This is an optimization exercise on Yosys and OpenROAD, whose aim is a short achievable clock period and few clock cycles, not a production implementation. Only simulation tests tie the RTL to the original design; equivalence was not proved. Power figures rest on the tool's default switching activity, not on a simulated workload.

**flow/run.sh**
```bash
#!/bin/bash
# synth_recipe.tcl (not shown) runs the flow's synth.tcl, then flattens the netlist and writes it again
# the make line also repeats each setting of config.mk as NAME=value (left out here)
make -C /OpenROAD-flow-scripts/flow DESIGN_CONFIG=/design/flow/config.mk WORK_HOME=/design/flow/orfs CLKGATE_MAP_FILE= SYNTH_SCRIPT=/design/flow/synth_recipe.tcl finish
```
**flow/config.mk**
```make
export PLATFORM = sky130hd
export DESIGN_NAME = processor
export DESIGN_NICKNAME = processor
export VERILOG_FILES = /design/flow/design.v
export SDC_FILE = /design/flow/constraint.sdc
export NUM_CORES = 4
export LEC_CHECK = 0
export CAP_MARGIN = 20
export CORE_MARGIN = 2
export CORE_UTILIZATION = 30
export PLACE_DENSITY = 0.5
export SLEW_MARGIN = 20
```
**flow/constraint.sdc**
```tcl
create_clock -name core_clock -period 11.0 [get_ports {clk}]
set_input_delay 2.2000 -clock core_clock [delete_from_list [all_inputs] [get_ports {clk}]]
set_output_delay 2.2000 -clock core_clock [all_outputs]
set_load 0.01 [all_outputs]
```
**flow/design.v**
```verilog
parameter R_type = 7'b0110011;
parameter I_type_alu = 7'b0010011;
parameter I_type_load = 7'b0000011;
parameter I_type_jump = 7'b1100111;
parameter S_type = 7'b0100011;
parameter B_type = 7'b1100011;
parameter J_type = 7'b1101111;
parameter U_type = 7'b0110111;
parameter func3_R_type_add_sub = 3'b000;
parameter func3_R_type_sll = 3'b001;
parameter func3_R_type_slt = 3'b010;
parameter func3_R_type_sltu = 3'b011;
parameter func3_R_type_xor = 3'b100;
parameter func3_R_type_or = 3'b110;
parameter func3_R_type_and = 3'b111;
parameter func3_I_type_lw = 3'b010;
parameter func3_I_type_addi = 3'b000;
parameter func3_I_type_slti = 3'b010;
parameter func3_I_type_sltiu = 3'b011;
parameter func3_I_type_xori = 3'b100;
parameter func3_I_type_ori = 3'b110;
parameter func3_I_type_andi = 3'b111;
parameter func3_I_type_jalr = 3'b000;
parameter func3_S_type_sb = 3'b000;
parameter func3_S_type_sh = 3'b001;
parameter func3_S_type_sw = 3'b010;
parameter func3_B_type_beq = 3'b000;
parameter func3_B_type_bne = 3'b001;
parameter func3_B_type_blt = 3'b100;
parameter func3_B_type_bge = 3'b101;
parameter func3_J_type_jal = 3'b000;
parameter func3_U_type_lui = 3'b011;
parameter func3_U_type_auipc = 3'b100;
parameter func7_R_type_default = 7'b0000000;
parameter func7_R_type_sub = 7'b0100000;
parameter imm_I_type = 3'b000;
parameter imm_S_type = 3'b001;
parameter imm_B_type = 3'b010;
parameter imm_J_type = 3'b011;
parameter imm_U_type = 3'b100;
parameter imm_default = 3'b000;
parameter op_add  = 3'b000;
parameter op_sub  = 3'b001;
parameter op_and  = 3'b010;
parameter op_or   = 3'b011;
parameter op_slt  = 3'b100;
parameter op_sltu = 3'b101;
parameter op_xor  = 3'b110;
parameter op_default = 3'b000;
parameter J_disable = 2'b00;
parameter JumpJalr = 2'b01;
parameter JumpJal = 2'b10;
parameter B_disable = 3'b000;
parameter B_type_beq = 3'b001;
parameter B_type_bne = 3'b100;
parameter B_type_blt = 3'b101;
parameter B_type_bge = 3'b110;
parameter Result_ALU = 2'b00;
parameter Result_mem = 2'b01;
parameter Result_PC = 2'b10;
parameter Result_imm = 2'b11;
parameter ALU_src_reg = 1'b0;
parameter ALU_src_imm = 1'b1;
parameter PC_4 = 2'b00;
parameter PC_reg_imm = 2'b01;
parameter PC_imm = 2'b10;
parameter Forward_none = 2'b00;
parameter Forward_ResultW = 2'b01;
parameter Forward_ALUM = 2'b10;
parameter Forward_ImmM = 2'b11;
module adder(
    input [31:0] A,
    input [31:0] B,
    output [31:0] C
);
    assign  C = A + B;
endmodule
module multiplexer_2to1 (
    input wire S, 
    input wire [31:0]D0, 
    input wire [31:0]D1, 
    output wire [31:0]Y 
);
    assign Y = (S == 1'b0) ? D0 : D1;
endmodule
module multiplexer_4to1 (
    input [1:0] S, 
    input [31:0] D0,
    input [31:0] D1,
    input [31:0] D2,
    input [31:0] D3, 
    output [31:0]Y 
);
    assign Y = (S == 2'b00) ? D0 :
               (S == 2'b01) ? D1 :
               (S == 2'b10) ? D2 :
               (S == 2'b11) ? D3 : 4'b0;
endmodule
module register #(parameter WIDTH = 32) (
    input clk,
    input rst,
    input ld,
    input [WIDTH - 1:0] par_in,
    output reg [WIDTH - 1:0] par_out
);
    always @(posedge clk) begin
        if (rst == 1'b1)
            par_out <= 0;
        else if (ld == 1'b1)
            par_out <= par_in;
    end
endmodule
module PC (
    input clk,
    input rst,
    input [31:0] data_in,
    input enable,
    output reg [31:0] data_out
);
    always @(posedge clk or posedge rst) begin
        if (rst)
            data_out <= 32'b0;
        else if(enable)
            data_out <= data_in;
    end
endmodule
module ALU (
    input signed [31:0] A,
    input signed [31:0] B,
    input [2:0] ALUOp,
    output reg [31:0] ALUResult,
    output Zero,
    output Neg
);
parameter R_type = 7'b0110011;
parameter I_type_alu = 7'b0010011;
parameter I_type_load = 7'b0000011;
parameter I_type_jump = 7'b1100111;
parameter S_type = 7'b0100011;
parameter B_type = 7'b1100011;
parameter J_type = 7'b1101111;
parameter U_type = 7'b0110111;
parameter func3_R_type_add_sub = 3'b000;
parameter func3_R_type_sll = 3'b001;
parameter func3_R_type_slt = 3'b010;
parameter func3_R_type_sltu = 3'b011;
parameter func3_R_type_xor = 3'b100;
parameter func3_R_type_or = 3'b110;
parameter func3_R_type_and = 3'b111;
parameter func3_I_type_lw = 3'b010;
parameter func3_I_type_addi = 3'b000;
parameter func3_I_type_slti = 3'b010;
parameter func3_I_type_sltiu = 3'b011;
parameter func3_I_type_xori = 3'b100;
parameter func3_I_type_ori = 3'b110;
parameter func3_I_type_andi = 3'b111;
parameter func3_I_type_jalr = 3'b000;
parameter func3_S_type_sb = 3'b000;
parameter func3_S_type_sh = 3'b001;
parameter func3_S_type_sw = 3'b010;
parameter func3_B_type_beq = 3'b000;
parameter func3_B_type_bne = 3'b001;
parameter func3_B_type_blt = 3'b100;
parameter func3_B_type_bge = 3'b101;
parameter func3_J_type_jal = 3'b000;
parameter func3_U_type_lui = 3'b011;
parameter func3_U_type_auipc = 3'b100;
parameter func7_R_type_default = 7'b0000000;
parameter func7_R_type_sub = 7'b0100000;
parameter imm_I_type = 3'b000;
parameter imm_S_type = 3'b001;
parameter imm_B_type = 3'b010;
parameter imm_J_type = 3'b011;
parameter imm_U_type = 3'b100;
parameter imm_default = 3'b000;
parameter op_add  = 3'b000;
parameter op_sub  = 3'b001;
parameter op_and  = 3'b010;
parameter op_or   = 3'b011;
parameter op_slt  = 3'b100;
parameter op_sltu = 3'b101;
parameter op_xor  = 3'b110;
parameter op_default = 3'b000;
parameter J_disable = 2'b00;
parameter JumpJalr = 2'b01;
parameter JumpJal = 2'b10;
parameter B_disable = 3'b000;
parameter B_type_beq = 3'b001;
parameter B_type_bne = 3'b100;
parameter B_type_blt = 3'b101;
parameter B_type_bge = 3'b110;
parameter Result_ALU = 2'b00;
parameter Result_mem = 2'b01;
parameter Result_PC = 2'b10;
parameter Result_imm = 2'b11;
parameter ALU_src_reg = 1'b0;
parameter ALU_src_imm = 1'b1;
parameter PC_4 = 2'b00;
parameter PC_reg_imm = 2'b01;
parameter PC_imm = 2'b10;
parameter Forward_none = 2'b00;
parameter Forward_ResultW = 2'b01;
parameter Forward_ALUM = 2'b10;
parameter Forward_ImmM = 2'b11;
    always @(*) begin
        case(ALUOp)
            op_add: ALUResult = A + B;
            op_sub: ALUResult = A - B;
            op_and: ALUResult = A & B;
            op_or: ALUResult = A | B;
            op_slt: ALUResult = A < B;
            op_sltu: ALUResult = $unsigned(A) < $unsigned(B);
            op_xor: ALUResult = A ^ B;
            default: ALUResult = A + B;
        endcase
    end
    assign Zero = (ALUResult == 0);
    assign Neg = (A < B);
endmodule
module imm_extend(
    input [24:0]unextend_data,
    input [2:0]extend_func,
    output reg [31:0]extended_data
);
parameter R_type = 7'b0110011;
parameter I_type_alu = 7'b0010011;
parameter I_type_load = 7'b0000011;
parameter I_type_jump = 7'b1100111;
parameter S_type = 7'b0100011;
parameter B_type = 7'b1100011;
parameter J_type = 7'b1101111;
parameter U_type = 7'b0110111;
parameter func3_R_type_add_sub = 3'b000;
parameter func3_R_type_sll = 3'b001;
parameter func3_R_type_slt = 3'b010;
parameter func3_R_type_sltu = 3'b011;
parameter func3_R_type_xor = 3'b100;
parameter func3_R_type_or = 3'b110;
parameter func3_R_type_and = 3'b111;
parameter func3_I_type_lw = 3'b010;
parameter func3_I_type_addi = 3'b000;
parameter func3_I_type_slti = 3'b010;
parameter func3_I_type_sltiu = 3'b011;
parameter func3_I_type_xori = 3'b100;
parameter func3_I_type_ori = 3'b110;
parameter func3_I_type_andi = 3'b111;
parameter func3_I_type_jalr = 3'b000;
parameter func3_S_type_sb = 3'b000;
parameter func3_S_type_sh = 3'b001;
parameter func3_S_type_sw = 3'b010;
parameter func3_B_type_beq = 3'b000;
parameter func3_B_type_bne = 3'b001;
parameter func3_B_type_blt = 3'b100;
parameter func3_B_type_bge = 3'b101;
parameter func3_J_type_jal = 3'b000;
parameter func3_U_type_lui = 3'b011;
parameter func3_U_type_auipc = 3'b100;
parameter func7_R_type_default = 7'b0000000;
parameter func7_R_type_sub = 7'b0100000;
parameter imm_I_type = 3'b000;
parameter imm_S_type = 3'b001;
parameter imm_B_type = 3'b010;
parameter imm_J_type = 3'b011;
parameter imm_U_type = 3'b100;
parameter imm_default = 3'b000;
parameter op_add  = 3'b000;
parameter op_sub  = 3'b001;
parameter op_and  = 3'b010;
parameter op_or   = 3'b011;
parameter op_slt  = 3'b100;
parameter op_sltu = 3'b101;
parameter op_xor  = 3'b110;
parameter op_default = 3'b000;
parameter J_disable = 2'b00;
parameter JumpJalr = 2'b01;
parameter JumpJal = 2'b10;
parameter B_disable = 3'b000;
parameter B_type_beq = 3'b001;
parameter B_type_bne = 3'b100;
parameter B_type_blt = 3'b101;
parameter B_type_bge = 3'b110;
parameter Result_ALU = 2'b00;
parameter Result_mem = 2'b01;
parameter Result_PC = 2'b10;
parameter Result_imm = 2'b11;
parameter ALU_src_reg = 1'b0;
parameter ALU_src_imm = 1'b1;
parameter PC_4 = 2'b00;
parameter PC_reg_imm = 2'b01;
parameter PC_imm = 2'b10;
parameter Forward_none = 2'b00;
parameter Forward_ResultW = 2'b01;
parameter Forward_ALUM = 2'b10;
parameter Forward_ImmM = 2'b11;
    always @(*)
        begin
            case (extend_func)
                imm_I_type: extended_data = {{20{unextend_data[24]}}, unextend_data[24:13]};
                imm_S_type: extended_data = {{20{unextend_data[24]}}, unextend_data[24:18], unextend_data[4:0]};
                imm_B_type: extended_data = {{20{unextend_data[24]}}, unextend_data[0], unextend_data[23:18], unextend_data[4:1], 1'b0};
                imm_J_type: extended_data = {{12{unextend_data[24]}}, unextend_data[12:5], unextend_data[13], unextend_data[23:14], 1'b0};
                imm_U_type: extended_data = {unextend_data[24:5], {12{1'b0}}};
                default: extended_data = {{20{unextend_data[24]}}, unextend_data[24:13]};
            endcase
    end
endmodule
module branch_logic (
    input Zero,
    input Neg,
    input [1:0] Jump,
    input [2:0] Branch,
    output reg [1:0] PCSrc
);
parameter R_type = 7'b0110011;
parameter I_type_alu = 7'b0010011;
parameter I_type_load = 7'b0000011;
parameter I_type_jump = 7'b1100111;
parameter S_type = 7'b0100011;
parameter B_type = 7'b1100011;
parameter J_type = 7'b1101111;
parameter U_type = 7'b0110111;
parameter func3_R_type_add_sub = 3'b000;
parameter func3_R_type_sll = 3'b001;
parameter func3_R_type_slt = 3'b010;
parameter func3_R_type_sltu = 3'b011;
parameter func3_R_type_xor = 3'b100;
parameter func3_R_type_or = 3'b110;
parameter func3_R_type_and = 3'b111;
parameter func3_I_type_lw = 3'b010;
parameter func3_I_type_addi = 3'b000;
parameter func3_I_type_slti = 3'b010;
parameter func3_I_type_sltiu = 3'b011;
parameter func3_I_type_xori = 3'b100;
parameter func3_I_type_ori = 3'b110;
parameter func3_I_type_andi = 3'b111;
parameter func3_I_type_jalr = 3'b000;
parameter func3_S_type_sb = 3'b000;
parameter func3_S_type_sh = 3'b001;
parameter func3_S_type_sw = 3'b010;
parameter func3_B_type_beq = 3'b000;
parameter func3_B_type_bne = 3'b001;
parameter func3_B_type_blt = 3'b100;
parameter func3_B_type_bge = 3'b101;
parameter func3_J_type_jal = 3'b000;
parameter func3_U_type_lui = 3'b011;
parameter func3_U_type_auipc = 3'b100;
parameter func7_R_type_default = 7'b0000000;
parameter func7_R_type_sub = 7'b0100000;
parameter imm_I_type = 3'b000;
parameter imm_S_type = 3'b001;
parameter imm_B_type = 3'b010;
parameter imm_J_type = 3'b011;
parameter imm_U_type = 3'b100;
parameter imm_default = 3'b000;
parameter op_add  = 3'b000;
parameter op_sub  = 3'b001;
parameter op_and  = 3'b010;
parameter op_or   = 3'b011;
parameter op_slt  = 3'b100;
parameter op_sltu = 3'b101;
parameter op_xor  = 3'b110;
parameter op_default = 3'b000;
parameter J_disable = 2'b00;
parameter JumpJalr = 2'b01;
parameter JumpJal = 2'b10;
parameter B_disable = 3'b000;
parameter B_type_beq = 3'b001;
parameter B_type_bne = 3'b100;
parameter B_type_blt = 3'b101;
parameter B_type_bge = 3'b110;
parameter Result_ALU = 2'b00;
parameter Result_mem = 2'b01;
parameter Result_PC = 2'b10;
parameter Result_imm = 2'b11;
parameter ALU_src_reg = 1'b0;
parameter ALU_src_imm = 1'b1;
parameter PC_4 = 2'b00;
parameter PC_reg_imm = 2'b01;
parameter PC_imm = 2'b10;
parameter Forward_none = 2'b00;
parameter Forward_ResultW = 2'b01;
parameter Forward_ALUM = 2'b10;
parameter Forward_ImmM = 2'b11;
    always @(*) begin
        PCSrc = PC_4;
        case(Jump)
            JumpJal: PCSrc = PC_imm;
            JumpJalr: PCSrc = PC_reg_imm;
        endcase
        case(Branch)
            B_type_beq: PCSrc = Zero ? PC_imm : PC_4;
            B_type_bne: PCSrc = Zero ? PC_4 : PC_imm;
            B_type_blt: PCSrc = Neg ? PC_imm : PC_4;
            B_type_bge: PCSrc = Neg ? PC_4 : PC_imm;
        endcase
    end
endmodule
module file_reg(
    input clk,
    input rst,
    input [4:0] A1, A2, A3,
    input [31:0] WD,
    input We,
    output [31:0] RD1, RD2
);
    reg [31:0] Reg_file [31:0];
    integer i;
    always @(negedge clk or posedge rst) begin
        if (rst) begin
            for (i = 0; i < 32; i = i + 1) begin
                Reg_file[i] <= 32'b0;
            end
        end else if (We) begin
            if (A3 != 5'b00000) begin
                Reg_file[A3] <= WD;
            end
        end
    end
    assign RD1 = Reg_file[A1];
    assign RD2 = Reg_file[A2];
endmodule
module controller(
    input [6:0] op,
    input [2:0] func3,
    input [6:0] func7,
    output reg RegWrite,
    output reg [1:0] ResultSrc,
    output reg MemWrite,
    output reg [1:0] Jump,
    output reg [2:0] Branch,
    output reg [2:0] ALUControl,
    output reg ALUSrc,
    output reg [2:0] ImmSrc
);
parameter R_type = 7'b0110011;
parameter I_type_alu = 7'b0010011;
parameter I_type_load = 7'b0000011;
parameter I_type_jump = 7'b1100111;
parameter S_type = 7'b0100011;
parameter B_type = 7'b1100011;
parameter J_type = 7'b1101111;
parameter U_type = 7'b0110111;
parameter func3_R_type_add_sub = 3'b000;
parameter func3_R_type_sll = 3'b001;
parameter func3_R_type_slt = 3'b010;
parameter func3_R_type_sltu = 3'b011;
parameter func3_R_type_xor = 3'b100;
parameter func3_R_type_or = 3'b110;
parameter func3_R_type_and = 3'b111;
parameter func3_I_type_lw = 3'b010;
parameter func3_I_type_addi = 3'b000;
parameter func3_I_type_slti = 3'b010;
parameter func3_I_type_sltiu = 3'b011;
parameter func3_I_type_xori = 3'b100;
parameter func3_I_type_ori = 3'b110;
parameter func3_I_type_andi = 3'b111;
parameter func3_I_type_jalr = 3'b000;
parameter func3_S_type_sb = 3'b000;
parameter func3_S_type_sh = 3'b001;
parameter func3_S_type_sw = 3'b010;
parameter func3_B_type_beq = 3'b000;
parameter func3_B_type_bne = 3'b001;
parameter func3_B_type_blt = 3'b100;
parameter func3_B_type_bge = 3'b101;
parameter func3_J_type_jal = 3'b000;
parameter func3_U_type_lui = 3'b011;
parameter func3_U_type_auipc = 3'b100;
parameter func7_R_type_default = 7'b0000000;
parameter func7_R_type_sub = 7'b0100000;
parameter imm_I_type = 3'b000;
parameter imm_S_type = 3'b001;
parameter imm_B_type = 3'b010;
parameter imm_J_type = 3'b011;
parameter imm_U_type = 3'b100;
parameter imm_default = 3'b000;
parameter op_add  = 3'b000;
parameter op_sub  = 3'b001;
parameter op_and  = 3'b010;
parameter op_or   = 3'b011;
parameter op_slt  = 3'b100;
parameter op_sltu = 3'b101;
parameter op_xor  = 3'b110;
parameter op_default = 3'b000;
parameter J_disable = 2'b00;
parameter JumpJalr = 2'b01;
parameter JumpJal = 2'b10;
parameter B_disable = 3'b000;
parameter B_type_beq = 3'b001;
parameter B_type_bne = 3'b100;
parameter B_type_blt = 3'b101;
parameter B_type_bge = 3'b110;
parameter Result_ALU = 2'b00;
parameter Result_mem = 2'b01;
parameter Result_PC = 2'b10;
parameter Result_imm = 2'b11;
parameter ALU_src_reg = 1'b0;
parameter ALU_src_imm = 1'b1;
parameter PC_4 = 2'b00;
parameter PC_reg_imm = 2'b01;
parameter PC_imm = 2'b10;
parameter Forward_none = 2'b00;
parameter Forward_ResultW = 2'b01;
parameter Forward_ALUM = 2'b10;
parameter Forward_ImmM = 2'b11;
    always @(*) begin
        {RegWrite, ResultSrc, MemWrite, Jump, Branch, ALUControl, ALUSrc, ImmSrc} = 16'b0;
        case(op)
            R_type: begin
                RegWrite = 1'b1;
                ResultSrc = Result_ALU;
                ALUSrc = ALU_src_reg;
                MemWrite = 1'b0;
                Jump = J_disable;
                Branch = B_disable;
                ImmSrc = imm_default;
                case(func7)
                    func7_R_type_default:
                        case(func3)
                            func3_R_type_add_sub: ALUControl = op_add;
                            func3_R_type_sll: ALUControl = op_default;
                            func3_R_type_slt: ALUControl = op_slt;
                            func3_R_type_sltu: ALUControl = op_sltu;
                            func3_R_type_xor: ALUControl = op_xor;
                            func3_R_type_or: ALUControl = op_or;
                            func3_R_type_and: ALUControl = op_and;
                        endcase
                    func7_R_type_sub:
                        if (func3 == func3_R_type_add_sub)
                            ALUControl = op_sub;
                endcase
            end
            I_type_alu: begin
                RegWrite = 1'b1;
                ResultSrc = Result_ALU;
                ALUSrc = ALU_src_imm;
                ImmSrc = imm_I_type;
                MemWrite = 1'b0;
                Jump = J_disable;
                Branch = B_disable;
                case(func3)
                    func3_I_type_addi: ALUControl = op_add;
                    func3_I_type_slti: ALUControl = op_slt;
                    func3_I_type_sltiu: ALUControl = op_sltu;
                    func3_I_type_xori: ALUControl = op_xor;
                    func3_I_type_ori: ALUControl = op_or;
                    func3_I_type_andi: ALUControl = op_and;
                endcase
            end
            I_type_load: begin
                RegWrite = 1'b1;
                ResultSrc = Result_mem;
                ALUSrc = ALU_src_imm;
                ALUControl = op_add;
                ImmSrc = imm_I_type;
                MemWrite = 1'b0;
                Jump = J_disable;
                Branch = B_disable;
            end
            I_type_jump: begin
                RegWrite = 1'b1;
                ResultSrc = Result_PC;
                ALUSrc = ALU_src_imm;
                ALUControl = op_add;
                Jump = JumpJalr;
                ImmSrc = imm_I_type;
                MemWrite = 1'b0;
                Branch = B_disable;
            end
            S_type: begin
                ALUSrc = ALU_src_imm;
                ALUControl = op_add;
                MemWrite = 1'b1;
                ImmSrc = imm_S_type;
                RegWrite = 1'b0;
                Jump = J_disable;
                Branch = B_disable;
                ResultSrc = Result_ALU;
            end
            B_type: begin
                ALUSrc = ALU_src_reg;
                ALUControl = op_sub;
                ImmSrc = imm_B_type;
                RegWrite = 1'b0;
                Jump = J_disable;
                MemWrite = 1'b0;
                ResultSrc = Result_ALU;
                case(func3)
                    func3_B_type_beq : Branch = B_type_beq;
                    func3_B_type_bne : Branch = B_type_bne;
                    func3_B_type_blt : Branch = B_type_blt;
                    func3_B_type_bge : Branch = B_type_bge;
                endcase
            end
            J_type: begin
                RegWrite = 1'b1;
                ResultSrc = Result_PC;
                Jump = JumpJal;
                ImmSrc = imm_J_type;
                MemWrite = 1'b0;
                Branch = B_disable;
                ALUControl = op_add;
                ALUSrc = ALU_src_imm;
            end
            U_type: begin
                RegWrite = 1'b1;
                ResultSrc = Result_imm;
                ImmSrc = imm_U_type;
                MemWrite = 1'b0;
                Jump = J_disable;
                Branch = B_disable;
                ALUControl = op_add;
                ALUSrc = ALU_src_imm;
            end
        endcase
    end
endmodule
module hazard_unit(
    input [4:0] Rs1D,
    input [4:0] Rs2D,
    input [4:0] RdE,
    input [4:0] Rs1E,
    input [4:0] Rs2E,
    input [1:0] PCSrcE,
    input [4:0] RdM,
    input [4:0] RdW,
    input ResultSrcE0,
    input [1:0] ResultSrcM,
    input RegWriteM,
    input RegWriteW,
    output StallF,
    output StallD,
    output FlushD,
    output FlushE,
    output reg [1:0] ForwardAE,
    output reg [1:0] ForwardBE
);
parameter R_type = 7'b0110011;
parameter I_type_alu = 7'b0010011;
parameter I_type_load = 7'b0000011;
parameter I_type_jump = 7'b1100111;
parameter S_type = 7'b0100011;
parameter B_type = 7'b1100011;
parameter J_type = 7'b1101111;
parameter U_type = 7'b0110111;
parameter func3_R_type_add_sub = 3'b000;
parameter func3_R_type_sll = 3'b001;
parameter func3_R_type_slt = 3'b010;
parameter func3_R_type_sltu = 3'b011;
parameter func3_R_type_xor = 3'b100;
parameter func3_R_type_or = 3'b110;
parameter func3_R_type_and = 3'b111;
parameter func3_I_type_lw = 3'b010;
parameter func3_I_type_addi = 3'b000;
parameter func3_I_type_slti = 3'b010;
parameter func3_I_type_sltiu = 3'b011;
parameter func3_I_type_xori = 3'b100;
parameter func3_I_type_ori = 3'b110;
parameter func3_I_type_andi = 3'b111;
parameter func3_I_type_jalr = 3'b000;
parameter func3_S_type_sb = 3'b000;
parameter func3_S_type_sh = 3'b001;
parameter func3_S_type_sw = 3'b010;
parameter func3_B_type_beq = 3'b000;
parameter func3_B_type_bne = 3'b001;
parameter func3_B_type_blt = 3'b100;
parameter func3_B_type_bge = 3'b101;
parameter func3_J_type_jal = 3'b000;
parameter func3_U_type_lui = 3'b011;
parameter func3_U_type_auipc = 3'b100;
parameter func7_R_type_default = 7'b0000000;
parameter func7_R_type_sub = 7'b0100000;
parameter imm_I_type = 3'b000;
parameter imm_S_type = 3'b001;
parameter imm_B_type = 3'b010;
parameter imm_J_type = 3'b011;
parameter imm_U_type = 3'b100;
parameter imm_default = 3'b000;
parameter op_add  = 3'b000;
parameter op_sub  = 3'b001;
parameter op_and  = 3'b010;
parameter op_or   = 3'b011;
parameter op_slt  = 3'b100;
parameter op_sltu = 3'b101;
parameter op_xor  = 3'b110;
parameter op_default = 3'b000;
parameter J_disable = 2'b00;
parameter JumpJalr = 2'b01;
parameter JumpJal = 2'b10;
parameter B_disable = 3'b000;
parameter B_type_beq = 3'b001;
parameter B_type_bne = 3'b100;
parameter B_type_blt = 3'b101;
parameter B_type_bge = 3'b110;
parameter Result_ALU = 2'b00;
parameter Result_mem = 2'b01;
parameter Result_PC = 2'b10;
parameter Result_imm = 2'b11;
parameter ALU_src_reg = 1'b0;
parameter ALU_src_imm = 1'b1;
parameter PC_4 = 2'b00;
parameter PC_reg_imm = 2'b01;
parameter PC_imm = 2'b10;
parameter Forward_none = 2'b00;
parameter Forward_ResultW = 2'b01;
parameter Forward_ALUM = 2'b10;
parameter Forward_ImmM = 2'b11;
    always @(*) begin
        if (((Rs1E == RdM) && RegWriteM) && (Rs1E != 0))
            ForwardAE = (ResultSrcM == Result_imm) ? Forward_ImmM : Forward_ALUM;
        else if (((Rs1E == RdW) && RegWriteW) && (Rs1E != 0))
            ForwardAE = Forward_ResultW;
        else
            ForwardAE = Forward_none;
    end
    always @(*) begin
        if (((Rs2E == RdM) && RegWriteM) && (Rs2E != 0))
            ForwardBE = (ResultSrcM == Result_imm) ? Forward_ImmM : Forward_ALUM;
        else if (((Rs2E == RdW) && RegWriteW) && (Rs2E != 0))
            ForwardBE = Forward_ResultW;
        else
            ForwardBE = Forward_none;
    end
    wire lwStall;
    assign lwStall = ((Rs1D == RdE) || (Rs2D == RdE)) && ResultSrcE0 && (RdE != 5'b0);
    assign StallF = lwStall;
    assign StallD = lwStall;
    assign FlushD = PCSrcE != 2'b0;
    assign FlushE = PCSrcE != 2'b0 || lwStall;
endmodule
module data_path (
    input clk,
    input rst,
    output [31:0] imem_addr,
    input [31:0] imem_rdata,
    output [31:0] dmem_addr,
    output [31:0] dmem_wdata,
    output dmem_we,
    input [31:0] dmem_rdata,
    output rf_we,
    output [4:0] rf_waddr,
    output [31:0] rf_wdata,
    input RegWriteD,
    input [1:0] ResultSrcD,
    input MemWriteD,
    input [1:0] JumpD,
    input [2:0] BranchD,
    input [2:0] ALUControlD,
    input ALUSrcD,
    input [2:0] ImmSrcD,
    output [6:0] op,
    output [2:0] func3,
    output [6:0] func7,
    input StallF,
    input StallD,
    input FlushD,
    input FlushE,
    input [1:0] ForwardAE,
    input [1:0] ForwardBE,
    output [4:0] H_Rs1D,
    output [4:0] H_Rs2D,
    output [4:0] H_RdE,
    output [4:0] H_Rs1E,
    output [4:0] H_Rs2E,
    output [1:0] H_PCSrcE,
    output [4:0] H_RdM,
    output [4:0] H_RdW,
    output H_ResultSrcE0,
    output [1:0] H_ResultSrcM,
    output H_RegWriteM,
    output H_RegWriteW
);
    wire [31:0] PCFP, PCF, PCD, PCE;
    wire [31:0] PCPlus4F, PCTragetE, PCPlus4D, PCPlus4E, PCPlus4M, PCPlus4W;
    wire [1:0] PCSrcE;
    wire [31:0] InstrF, InstrD;
    wire [31:0] RD1D, RD2D, RD1E, RD2E;
    wire [31:0] ExtImmD, ExtImmE, ExtImmM, ExtImmW;
    wire [4:0] Rs1D, Rs2D, RdD, Rs1E, Rs2E, RdE, RdM, RdW;
    wire [1:0] ResultSrcE, ResultSrcM, ResultSrcW;
    wire RegWriteE, RegWriteM, RegWriteW;
    wire MemWriteE, MemWriteM;
    wire [31:0] ReadDataM, ReadDataW;
    wire [1:0] JumpE;
    wire [2:0] BranchE;
    wire [31:0] SrcAE, SrcBE, RegBE, WriteDataE, WriteDataM;
    wire [31:0] ALUResultE, ALUResultM, ALUResultW;
    wire [2:0] ALUControlE;
    wire ALUSrcE;
    wire Zero, Neg;
    wire [31:0] ResultW;
    assign {H_Rs1D, H_Rs2D, H_RdE, H_Rs1E, H_Rs2E, H_PCSrcE,
            H_RdM, H_RdW, H_ResultSrcE0, H_ResultSrcM, H_RegWriteM, H_RegWriteW} =
           {Rs1D, Rs2D, RdE, Rs1E, Rs2E, PCSrcE, RdM, RdW, 
            ResultSrcE[0], ResultSrcM, RegWriteM, RegWriteW};
    multiplexer_4to1 mux_pc(
        .S(PCSrcE),
        .D0(PCPlus4F),
        .D1(ALUResultE),
        .D2(PCTragetE),
        .D3(32'b0),
        .Y(PCFP)
        );
    PC pc(
        .clk(clk),
        .rst(rst),
        .data_in(PCFP),
        .data_out(PCF),
        .enable(~StallF)
    );
    assign imem_addr = PCF;
    assign InstrF = imem_rdata;
    adder pc_adder(
        .A(PCF),
        .B(32'd4),
        .C(PCPlus4F)
    );
    register #(.WIDTH(96)) reg_F_D(
        .clk(clk),
        .rst(rst | FlushD),
        .ld(~StallD),
        .par_in({InstrF, PCF, PCPlus4F}),
        .par_out({InstrD, PCD, PCPlus4D})
    );
    file_reg Reg_file(
        .clk(clk),
        .rst(rst),
        .A1(InstrD[19:15]),
        .A2(InstrD[24:20]),
        .A3(RdW),
        .WD(ResultW),
        .We(RegWriteW),
        .RD1(RD1D),
        .RD2(RD2D)
    );
    imm_extend imm_ex(
        .unextend_data(InstrD[31:7]),
        .extend_func(ImmSrcD),
        .extended_data(ExtImmD)
    );
    assign Rs1D = InstrD[19:15];
    assign Rs2D = InstrD[24:20];
    assign RdD = InstrD[11:7];
    assign op = InstrD[6:0];
    assign func3 = InstrD[14:12];
    assign func7 = InstrD[31:25];
    register #(.WIDTH(188)) reg_D_E(
        .clk(clk),
        .rst(rst | FlushE),
        .ld(1'b1),
        .par_in({RegWriteD, ResultSrcD, MemWriteD, JumpD, BranchD, ALUControlD, ALUSrcD ,
        RD1D, RD2D, PCD, Rs1D, Rs2D, RdD, ExtImmD, PCPlus4D}),
        .par_out({RegWriteE, ResultSrcE, MemWriteE, JumpE, BranchE, ALUControlE, ALUSrcE ,
        RD1E, RD2E, PCE, Rs1E, Rs2E, RdE, ExtImmE, PCPlus4E})
    );
    multiplexer_4to1 alusrcA(
        .S(ForwardAE),
        .D0(RD1E),
        .D1(ResultW),
        .D2(ALUResultM),
        .D3(ExtImmM),
        .Y(SrcAE)
    );
    multiplexer_4to1 alusrcregB(
        .S(ForwardBE),
        .D0(RD2E),
        .D1(ResultW),
        .D2(ALUResultM),
        .D3(ExtImmM),
        .Y(RegBE)
    );
    multiplexer_2to1  alusrcB(
        .S(ALUSrcE),
        .D0(RegBE),
        .D1(ExtImmE),
        .Y(SrcBE)
    );
    ALU alu(
        .A(SrcAE),
        .B(SrcBE),
        .ALUOp(ALUControlE),
        .ALUResult(ALUResultE),
        .Zero(Zero),
        .Neg(Neg)
    );
    adder addr_imm_pc(
        .A(PCE),
        .B(ExtImmE),
        .C(PCTragetE)
    );
    branch_logic PCSelector(
        .Zero(Zero),
        .Neg(Neg),
        .Jump(JumpE),
        .Branch(BranchE),
        .PCSrc(PCSrcE)
    );
    assign WriteDataE = RegBE;
    register #(.WIDTH(137)) reg_E_M(
        .clk(clk),
        .rst(rst),
        .ld(1'b1),
        .par_in({RegWriteE, ResultSrcE, MemWriteE,
        ALUResultE, WriteDataE, RdE, ExtImmE, PCPlus4E}),
        .par_out({RegWriteM, ResultSrcM, MemWriteM,
        ALUResultM, WriteDataM, RdM, ExtImmM, PCPlus4M})
    );
    assign dmem_addr = ALUResultM;
    assign dmem_wdata = WriteDataM;
    assign dmem_we = MemWriteM;
    assign ReadDataM = dmem_rdata;
    register #(.WIDTH(136)) reg_M_W(
        .clk(clk),
        .rst(rst),
        .ld(1'b1),
        .par_in({RegWriteM, ResultSrcM,
        ALUResultM, ReadDataM, RdM, ExtImmM, PCPlus4M}),
        .par_out({RegWriteW, ResultSrcW,
        ALUResultW, ReadDataW, RdW, ExtImmW, PCPlus4W})
    );
    multiplexer_4to1 mux_W(
        .S(ResultSrcW),
        .D0(ALUResultW),
        .D1(ReadDataW),
        .D2(PCPlus4W),
        .D3(ExtImmW),
        .Y(ResultW)
    );
    assign rf_we = RegWriteW & (RdW != 5'b00000);
    assign rf_waddr = RdW;
    assign rf_wdata = ResultW;
endmodule
module processor(
    input clk,
    input rst,
    output [31:0] imem_addr,
    input [31:0] imem_rdata,
    output [31:0] dmem_addr,
    output [31:0] dmem_wdata,
    output dmem_we,
    input [31:0] dmem_rdata,
    output rf_we,
    output [4:0] rf_waddr,
    output [31:0] rf_wdata
);
    wire [6:0]op;
    wire [2:0]func3;
    wire [6:0]func7;
    wire RegWrite;
    wire [1:0] ResultSrc;
    wire MemWrite;
    wire [1:0] Jump;
    wire [2:0] Branch;
    wire [2:0] ALUControl;
    wire ALUSrc;
    wire [2:0] ImmSrc;
    wire [4:0] Rs1D;
    wire [4:0] Rs2D;
    wire [4:0] RdE;
    wire [4:0] Rs1E;
    wire [4:0] Rs2E;
    wire [1:0] PCSrcE;
    wire [4:0] RdM;
    wire [4:0] RdW;
    wire ResultSrcE0;
    wire [1:0] ResultSrcM;
    wire RegWriteM;
    wire RegWriteW;
    wire StallF;
    wire StallD;
    wire FlushD;
    wire FlushE;
    wire [1:0] ForwardAE;
    wire [1:0] ForwardBE;
    controller ctrl (
        .op(op),
        .func3(func3),
        .func7(func7),
        .RegWrite(RegWrite),
        .ResultSrc(ResultSrc),
        .MemWrite(MemWrite),
        .Jump(Jump),
        .Branch(Branch),
        .ALUControl(ALUControl),
        .ALUSrc(ALUSrc),
        .ImmSrc(ImmSrc)
    );
    hazard_unit hazard (
        .Rs1D(Rs1D),
        .Rs2D(Rs2D),
        .RdE(RdE),
        .Rs1E(Rs1E),
        .Rs2E(Rs2E),
        .PCSrcE(PCSrcE),
        .RdM(RdM),
        .RdW(RdW),
        .ResultSrcE0(ResultSrcE0),
        .ResultSrcM(ResultSrcM),
        .RegWriteM(RegWriteM),
        .RegWriteW(RegWriteW),
        .StallF(StallF),
        .StallD(StallD),
        .FlushD(FlushD),
        .FlushE(FlushE),
        .ForwardAE(ForwardAE),
        .ForwardBE(ForwardBE)
    );
    data_path dp (
        .clk(clk),
        .rst(rst),
        .imem_addr(imem_addr),
        .imem_rdata(imem_rdata),
        .dmem_addr(dmem_addr),
        .dmem_wdata(dmem_wdata),
        .dmem_we(dmem_we),
        .dmem_rdata(dmem_rdata),
        .rf_we(rf_we),
        .rf_waddr(rf_waddr),
        .rf_wdata(rf_wdata),
        .RegWriteD(RegWrite),
        .ResultSrcD(ResultSrc),
        .MemWriteD(MemWrite),
        .JumpD(Jump),
        .BranchD(Branch),
        .ALUControlD(ALUControl),
        .ALUSrcD(ALUSrc),
        .ImmSrcD(ImmSrc),
        .op(op),
        .func3(func3),
        .func7(func7),
        .StallF(StallF),
        .StallD(StallD),
        .FlushD(FlushD),
        .FlushE(FlushE),
        .ForwardAE(ForwardAE),
        .ForwardBE(ForwardBE),
        .H_Rs1D(Rs1D),
        .H_Rs2D(Rs2D),
        .H_RdE(RdE),
        .H_Rs1E(Rs1E),
        .H_Rs2E(Rs2E),
        .H_PCSrcE(PCSrcE),
        .H_RdM(RdM),
        .H_RdW(RdW),
        .H_ResultSrcE0(ResultSrcE0),
        .H_ResultSrcM(ResultSrcM),
        .H_RegWriteM(RegWriteM),
        .H_RegWriteW(RegWriteW)
    );
endmodule
```
==> results.txt <==
## where the power goes
group          switching, mW  internal [mW]
Combinational          0.819          0.363
Sequential             0.116           6.01
Clock                   2.71           3.63
Total                   3.65           10.0
## registers in the layout, summed over array words and instances (netlist names)
name / flops
dp.reg_E_M.par_out: 137
dp.reg_F_D.par_out: 94
dp.reg_M_W.par_out: 136
dp.pc.data_out: 32
dp.reg_D_E.par_out: 186
dp.Reg_file.Reg_file: 1024
## stage by stage
stage                     total power, mW  hold WS [ns]  setup TNS, ns
after floorplan                     6.784        0.4127        -195.85
after global routing                14.01        0.3566              0
final                               13.65        0.3490              0
after detailed placement            7.378        0.3510              0
after global placement              7.371        0.3465              0
after CTS                           13.66        0.3509              0
## Yosys cell counts, drive strengths merged (13+ instances only)
library cell     n  area share
mux2i          187       0.025
dfxtp          553        0.15
o21ai         1134       0.075
and2           109      0.0090
mux2            47      0.0070
nor4            20      0.0016
o21bai          18      0.0018
dfrtn         1024        0.34
nor3b           15      0.0015
o221a           17      0.0025
nand2b          35      0.0029
a21o            29      0.0029
inv            147      0.0073
dfrtp           32       0.011
o22ai           22      0.0018
o32ai           70      0.0081
nand4          148       0.012
o211ai          18      0.0018
and3            29      0.0024
clkbuf         676       0.034
buf             70      0.0045
nand2         1335       0.066
xnor2           50      0.0058
a22oi          339       0.034
nor3            35      0.0023
a221oi         331       0.038
o31ai           15      0.0015
a31oi           13      0.0011
xor2            33      0.0038
ha             128       0.021
nand3          120      0.0080
a21oi          289       0.019
or3             17      0.0014
a311oi          14      0.0017
o21a            37      0.0037
or2             15      0.0012
a211oi          42      0.0043
nor2b          228       0.019
nor2           376       0.019
a22o           324       0.037
## final cells by class
type	instances	share of cell area
repair buffers	480	0.04803
diodes	23	0.0006490
flip-flops and latches	1609	0.4229
clock buffers	254	0.05834
clock inverters	75	0.01068
well taps	3348	0.04724
inverters	147	0.006264
multi-input cells	5786	0.4059
## logic make-up (layout without fill, tap and decap cells)
| kind of cell | Yosys count | in the layout |
|---|---|---|
| AO/OA/AOI/OAI | 2818 | 2818 |
| AND/OR/NAND/NOR | 2520 | 2520 |
| flip-flops | 1609 | 1609 |
| buffers and inverters | 893 | 956 |
| multiplexers | 234 | 234 |
| adder cells (fa/ha/maj) | 131 | 131 |
| XOR/XNOR | 83 | 83 |
| other | 0 | 23 |
## layer usage
metal  up-vias  wire (um)
li1      29766          -
met1     35416     166400
met2      5026     157800
met3      1354      49950
met4        12      25510
met5         -         80
## worst max-delay path by stage
stage | to | cells past startpoint | from | slack (ns)
global route | dp.reg_D_E.par_out[26] | 24 | dp.reg_M_W.par_out[66] | 1.42
CTS | dp.reg_D_E.par_out[26] | 24 | dp.reg_M_W.par_out[67] | 1.97
detailed placement | dp.Reg_file.Reg_file[26][7] | 3 | rst | 1.83
finish | dp.reg_D_E.par_out[26] | 24 | dp.reg_M_W.par_out[67] | 1.59
global placement | dp.Reg_file.Reg_file[12][4] | 3 | rst | 1.85
floorplan | dp.Reg_file.Reg_file[0][0] | 2 | rst | -0.19
==> results.txt <==
status=finished clean; post-synthesis compound-gate area fraction=0.2473; DR vias=slightly above 70k; hold wc startpoint=dp.Reg_file.Reg_file[0][13]; Syn Nets=~8.5k; Buf/Inv on CP=3; cts bufs inserted=between 150 and 200; DP Area=just over 80000 um2; fillcell total=between 20k and 30k; WL final=399.7 mm; final period utilization=0.8556; most frequent cells in the layout=1311 x nand2_1, 1099 x o21ai_0, 1024 x dfrtn_1; antenna violation net count after detailed routing=0; Layout area overhead=16.80%; Crit path required time=about 12 ns; Rel. slew slack=0.1056; first-iteration detailed-routing DRC count=~10k; gr usage total=0.3023; Critical-path top delay cell=a22oi_1; max cap viols=0; initial core utilization=0.3017; crit-path max FO=57; critical path cell sequence=buf_4 -> xnor2_1 -> nand4_1 -> nor4_2 -> buf_4 -> mux2i_1 -> mux2i_1 -> mux2i_1 -> ha_1 -> or2_2 -> o221ai_1 -> a21oi_1 -> o21ai_1 -> o21ai_0 -> a21oi_1 -> o21bai_1 -> a221o_1 -> a22oi_1 -> and3_1 -> a22oi_2 -> or3_4 -> nor2_8 -> buf_4 -> and2_1; DRC viols=0; Worst Skew=0.1305 ns; WS Path Type=flop to flop; simple-gate share of the synthesized area=0.1504; Inst Count DP=around 11k; Endpoint, Worst Hold=dp.Reg_file.Reg_file[0][13]; Synth Warn #=12; r2r setup slk=~1.6 ns; max frequency=between 0.1 and 0.15 GHz; post-route cell area=between 80000 and 90000 um2; Top Ports=around 200; post-synthesis mux area share=0.03162; HP Class=flop to flop; largest net degree at the start of global routing=approximately 130; Via density=6.106; Hold Violations, Final=0; most common cell after layout, fill and taps aside=nand2_1; DRT Pass-1 Iters=9; main combinational cell family by area after synthesis=compound AO/OA/AOI/OAI gates; fin crit period=about 9.4 ns; Overflow after GRT=0; Async SR Flop Fraction=0.6563; root buffer cell=clkbuf_16; WL per Instance=34.10 um; share of layout cells above drive strength 1=0.09939; post-DP HPWL=249.1 mm; Final Non-Filler Cells=roughly 12k; #FFs+latches synth=between 1.5k and 2k; hold path depth=0; grt met3 use=0.1050; initial antenna violation count=36; Core Region=251600 um2; Slew Limit Fails=0; cts hold-fix bufs=0; CTS tree=built; fin util=0.3524; slowest stage delay, CP=~0.93 ns; Final Wtd Congestion=0.9454; static leakage=about 37 nW; met1 Track Usage GR=0.4156; Worst Path Arrival=approximately 10 ns; Worst setup SP type=flop; Clock transition at path regs=approximately 0.060 ns; number of global-route vias before repair=just under 70k; Least-Margin Pin Slew=1.337 ns; EDFF count, synth=0; Synth Area per Inst=9.161 um2; worst setup margin=1.589 ns; clk sinks=1609; R2R Path End=dp.reg_D_E.par_out[26]; post-cts repair resize count=0; clock latency on the worst-skew pair=0.87 ns; die height=slightly above 500 um; Critical Path Sink Type=flop; most used routing layer=met1; xor and xnor area share after synthesis=0.009574; Longest Clk Path Bufs=3; FF-to-FF Start=dp.reg_M_W.par_out[67]; die area=about 260000 um2; Yosys cell types=97; crit-path leading delay family=compound AO/OA/AOI/OAI gates; deepest level of the CTS H-tree=4; met2 GRT Util=0.4126; Post-Synthesis Cells=8288; Max VDD drop=approximately 0.18 mV; pre-CTS setup slack=~1.8 ns; Mapped Area=around 76000 um2; Final Setup Violations=0; area of the multi-input gates=around 36000 um2; Seq/Total Area, Yosys=0.4938; Port Buf Inserts=200; FF/Latch Area=roughly 38000 um2; width of the die=between 500 and 600 um; PwrDens=around 150 nW/um2; ys flop type=dfrtn_1; row count=approximately 180; Post-Synth Adder-Cell Area=0.02188; reg2reg path depth=24; first-pass GRT wire length=around 550 mm; post-CTS setup repair buffer count=0; unrepaired setup endpoints after global routing=no; Final nets=about 8.4k
Testbench counts, summed over its fixed seeds: cycles 57,646.
